Context: an optimization exercise on an open-source flow, tuned for small area. The choices shown serve that exercise and are no tape-out recipe.
Function was checked by simulation only, so behaviour that the tests miss may differ from the original.
The clock port is modelled as an ideal driver, which makes a skipped or thinned clock tree look cheaper than it is; a real chip needs a root buffer or a tree.
Power is estimated from default activity; no workload was simulated.

==> exp/onyx: inputs <==
Design keyboard, start of the top module:
module keyboard(
    input             clk,
    input             rstn,
    input    [3 :0]   col,
    output   [3 :0]   row,
    output   [15:0]   key_pulse
);
Settings: LEC_CHECK=0, CAP_MARGIN=20, CORE_MARGIN=2, CORE_UTILIZATION=70, PLACE_DENSITY=0.8, SLEW_MARGIN=20; clock period 10.0 ns.
standard.sh (not shown) runs the stock make flow with config.mk's settings and CLKGATE_MAP_FILE= SYNTH_SCRIPT=/design/flow/synth_recipe.tcl, a recipe that flattens the netlist after the stock synthesis.
==> flow/flow/run.sh <==
#!/bin/bash
# Standard ORFS layout with these changes:
#  - after the standard synthesis, flow/remap.tcl re-maps its combinational
#    logic for area with Yosys/ABC (flow/remap.abc); the flip-flops are kept as
#    the standard synthesis made them. The standard netlist is kept as
#    1_2_yosys_standard.v beside the re-mapped 1_2_yosys.v;
#  - optionally (RMP_PASSES > 0) flow/restructure.tcl re-maps the logic again
#    with OpenROAD's restructure after floorplanning;
#  - flow/clocktree.tcl builds the clock tree by hand in place of TritonCTS;
#  - the port buffers are sky130_fd_sc_hd__buf_1.
# Each tool's output goes to a log in this folder (ORFS also keeps its step
# logs under orfs/logs).
set -euo pipefail
here=$(pwd)
res=$here/orfs/results/$FLOW_PLATFORM/keyboard/base
lib=$FLOW_HOME/platforms/$FLOW_PLATFORM/lib/sky130_fd_sc_hd__tt_025C_1v80.lib

bash standard.sh synth > synth.log 2>&1

python3 flow/libmodels.py $lib cell_models.v > libmodels.log 2>&1
cp $res/1_2_yosys.v $res/1_2_yosys_standard.v
dont_use=$(sed -n '/^export DONT_USE_CELLS += /,/^$/p' $FLOW_HOME/platforms/$FLOW_PLATFORM/config.mk | tr -d '\\' | tr ' ' '\n' | grep '^sky130' | tr '\n' ' ')
REMAP_IN=$res/1_2_yosys_standard.v REMAP_OUT=$res/1_2_yosys.v REMAP_CELLS=$here/cell_models.v \
  REMAP_ABC=$here/flow/remap.abc REMAP_LIB=$lib REMAP_DONT_USE="$dont_use" \
  yosys -c flow/remap.tcl > remap.log 2>&1

export CLK_SLEW_TARGET=0.12
export CLK_BUFS="sky130_fd_sc_hd__clkbuf_4 sky130_fd_sc_hd__clkbuf_8 sky130_fd_sc_hd__clkbuf_16"
export CLK_ROOT_BUFS="sky130_fd_sc_hd__clkbuf_2 sky130_fd_sc_hd__clkbuf_4"
export RMP_PASSES=${RMP_PASSES:-0}
hooks="PRE_CTS_TCL=$here/flow/clocktree.tcl"
if [ "$RMP_PASSES" -gt 0 ]; then hooks="$hooks POST_FLOORPLAN_TCL=$here/flow/restructure.tcl"; fi
bash standard.sh $hooks "BUFFER_PORTS_ARGS=-buffer_cell sky130_fd_sc_hd__buf_1" finish > standard_flow.log 2>&1
==> flow/flow/libmodels.py <==
#!/usr/bin/env python3
# Writes Verilog models of the liberty's combinational cells (from their
# "function" attributes), for re-mapping a netlist's logic with Yosys/ABC.
# Cells with ff/latch groups, or without a function, are written as blackboxes.
import re, sys
lib = open(sys.argv[1]).read()
out = []
def conv(f):
    f = f.replace('!', '~').replace('+', '|').replace('*', '&')
    f = re.sub(r'\)\s*\(', ') & (', f)
    # implicit AND by whitespace between operands
    f = re.sub(r'([A-Za-z0-9_\)])\s+([A-Za-z0-9_~\(])', r'\1 & \2', f)
    return f
for m in re.finditer(r'\n\s*cell\s*\(\s*"?([A-Za-z0-9_]+)"?\s*\)\s*\{', lib):
    name = m.group(1)
    start = m.end(); depth = 1; i = start
    while depth:
        c = lib[i]
        if c == '{': depth += 1
        elif c == '}': depth -= 1
        i += 1
    body = lib[start:i]
    seq = re.search(r'\n\s*(ff|latch|statetable)\s*\(', body) is not None
    pins = []
    for pm in re.finditer(r'\n\s*pin\s*\(\s*"?([A-Za-z0-9_]+)"?\s*\)\s*\{', body):
        pstart = pm.end(); d = 1; j = pstart
        while d:
            c = body[j]
            if c == '{': d += 1
            elif c == '}': d -= 1
            j += 1
        pb = body[pstart:j]
        direction = re.search(r'direction\s*:\s*"?(\w+)"?', pb)
        func = re.search(r'\bfunction\s*:\s*"([^"]*)"', pb)
        pins.append((pm.group(1), direction.group(1) if direction else None, func.group(1) if func else None))
    seen = set(); uniq = []
    for p in pins:
        if p[0] not in seen: seen.add(p[0]); uniq.append(p)
    pins = uniq
    ins = [p for p in pins if p[1] == 'input']
    outs = [p for p in pins if p[1] == 'output']
    ports = [p[0] for p in ins] + [p[0] for p in outs]
    if seq or not outs or any(o[2] is None for o in outs):
        out.append('(* blackbox *)\nmodule %s(%s);\n%s\nendmodule\n' % (name, ', '.join(ports),
            '\n'.join(['  input %s;' % p[0] for p in ins] + ['  output %s;' % p[0] for p in outs])))
        continue
    lines = ['  input %s;' % p[0] for p in ins] + ['  output %s;' % p[0] for p in outs]
    for o in outs:
        lines.append('  assign %s = %s;' % (o[0], conv(o[2])))
    out.append('module %s(%s);\n%s\nendmodule\n' % (name, ', '.join(ports), '\n'.join(lines)))
open(sys.argv[2], 'w').write('\n'.join(out))
==> flow/flow/remap.abc <==
strash
ifraig
scorr
dc2
strash
&get -n
&deepsyn -T 60
&put
&get -n
&dch -f
&nf -a -R 1000
&put
==> flow/flow/remap.tcl <==
# Re-maps the combinational logic of the standard synthesis netlist for area
# with ABC; the flip-flops stay as they are (same instances, names and cells).
# env: REMAP_IN, REMAP_OUT, REMAP_CELLS (cell models), REMAP_ABC (script),
#      REMAP_LIB, REMAP_DONT_USE
yosys -import
read_verilog $::env(REMAP_CELLS)
read_verilog $::env(REMAP_IN)
hierarchy -top keyboard
flatten
techmap
opt -fast
set du {}
foreach c $::env(REMAP_DONT_USE) { lappend du -dont_use $c }
abc -liberty $::env(REMAP_LIB) {*}$du -script $::env(REMAP_ABC)
setundef -zero
splitnets
opt_clean -purge
hilomap -singleton -hicell sky130_fd_sc_hd__conb_1 HI -locell sky130_fd_sc_hd__conb_1 LO
insbuf -buf sky130_fd_sc_hd__buf_4 A X
opt_clean -purge
stat -liberty $::env(REMAP_LIB)
write_verilog -noattr -nohex -nodec $::env(REMAP_OUT)
==> flow/flow/restructure.tcl <==
# Area recovery on the synthesized netlist before placement: OpenROAD's
# restructure re-maps the combinational logic with ABC for area.
proc tie_pin { var } {
  set cell [lindex $::env($var) 0]
  set lib [get_name [get_property [lindex [get_lib_cell $cell] 0] library]]
  return $lib/$cell/[lindex $::env($var) 1]
}
set rmp_dir $::env(OBJECTS_DIR)/rmp
file mkdir $rmp_dir
set passes 1
if {[info exists ::env(RMP_PASSES)]} { set passes $::env(RMP_PASSES) }
for {set i 0} {$i < $passes} {incr i} {
  report_design_area
  restructure -target area -liberty_file [lindex $::env(LIB_FILES) 0] \
    -tielo_port [tie_pin TIELO_CELL_AND_PORT] -tiehi_port [tie_pin TIEHI_CELL_AND_PORT] \
    -work_dir $rmp_dir -abc_logfile $rmp_dir/abc_$i.log
}
report_design_area
Other scripts of this flow, unchanged in this note and not shown: flow/flow/clocktree.tcl
==> inputs of exp/lagoon, as changes to exp/onyx <==
==> flow/flow/run.sh (replaced) <==
#!/bin/bash
# Standard ORFS layout with three changes:
#  - flow/restructure.tcl re-maps the synthesized logic for area (OpenROAD
#    restructure) after floorplanning;
#  - flow/clocktree.tcl builds the clock tree by hand in place of TritonCTS;
#  - the port buffers are sky130_fd_sc_hd__buf_1.
# ORFS keeps each step's log under orfs/logs; make's output goes to
# standard_flow.log.
set -euo pipefail
export CLK_SLEW_TARGET=0.12
export CLK_BUFS="sky130_fd_sc_hd__clkbuf_4 sky130_fd_sc_hd__clkbuf_8 sky130_fd_sc_hd__clkbuf_16"
export CLK_ROOT_BUFS="sky130_fd_sc_hd__clkbuf_2 sky130_fd_sc_hd__clkbuf_4"
export RMP_PASSES=1
bash standard.sh POST_FLOORPLAN_TCL=$(pwd)/flow/restructure.tcl PRE_CTS_TCL=$(pwd)/flow/clocktree.tcl \
  "BUFFER_PORTS_ARGS=-buffer_cell sky130_fd_sc_hd__buf_1" finish > standard_flow.log 2>&1
removed: flow/flow/libmodels.py
removed: flow/flow/remap.abc
removed: flow/flow/remap.tcl
==> summary of the runs <==
- exp/lagoon ran to the end with no violations. exp/onyx completed with no timing, DRC or antenna violations.
- In sequential power, exp/lagoon and exp/onyx hardly differ.
- Against exp/onyx, the critical path depth of exp/lagoon is lower by 1.
- Between exp/onyx and exp/lagoon, the lower worst hold slack is in exp/lagoon (gap 0.0060 ns).
- Sequential share of layout area: exp/onyx is higher than exp/lagoon (2.4 points).
- Total power: exp/lagoon is larger than exp/onyx (about 1.1%).
- In exp/onyx the register-to-register slack is higher than in exp/lagoon, by 0.78 ns.
- Of exp/onyx and exp/lagoon, exp/lagoon has the higher clock power (gap about 4%, measured against exp/lagoon).
- Die area: exp/lagoon is higher than exp/onyx (6.9%).
No run of this note takes its clock network from TritonCTS; it comes from the design's own scripts or RTL.

[static timing again, ports no longer ideal]
In the flow no input, the clock included, has a driving cell. The finished layouts below were timed again as built, in two steps. Step 1 sets driving cells, clkbuf_16 on the clock port and buf_2 on the other inputs (assumed; they add their load-dependent delay and slew). Step 2 also shifts input and output timing later by t, the mid clock arrival at the registers, as if the neighbouring blocks saw the same clock. a / b / c = no drivers / after step 1 / after step 2; a / b = the first two.
run	shift t [ns]	setup WS [ns]	hold WS [ns]	worst data-port slew with drivers (ns)
exp/onyx	0.548	5.425 / 5.402 / 5.950	0.327 / 0.327 / 0.327	0.03
exp/lagoon	0.419	5.657 / 5.632 / 6.051	0.321 / 0.321 / 0.321	0.03
After both steps every run listed still meets setup and hold.
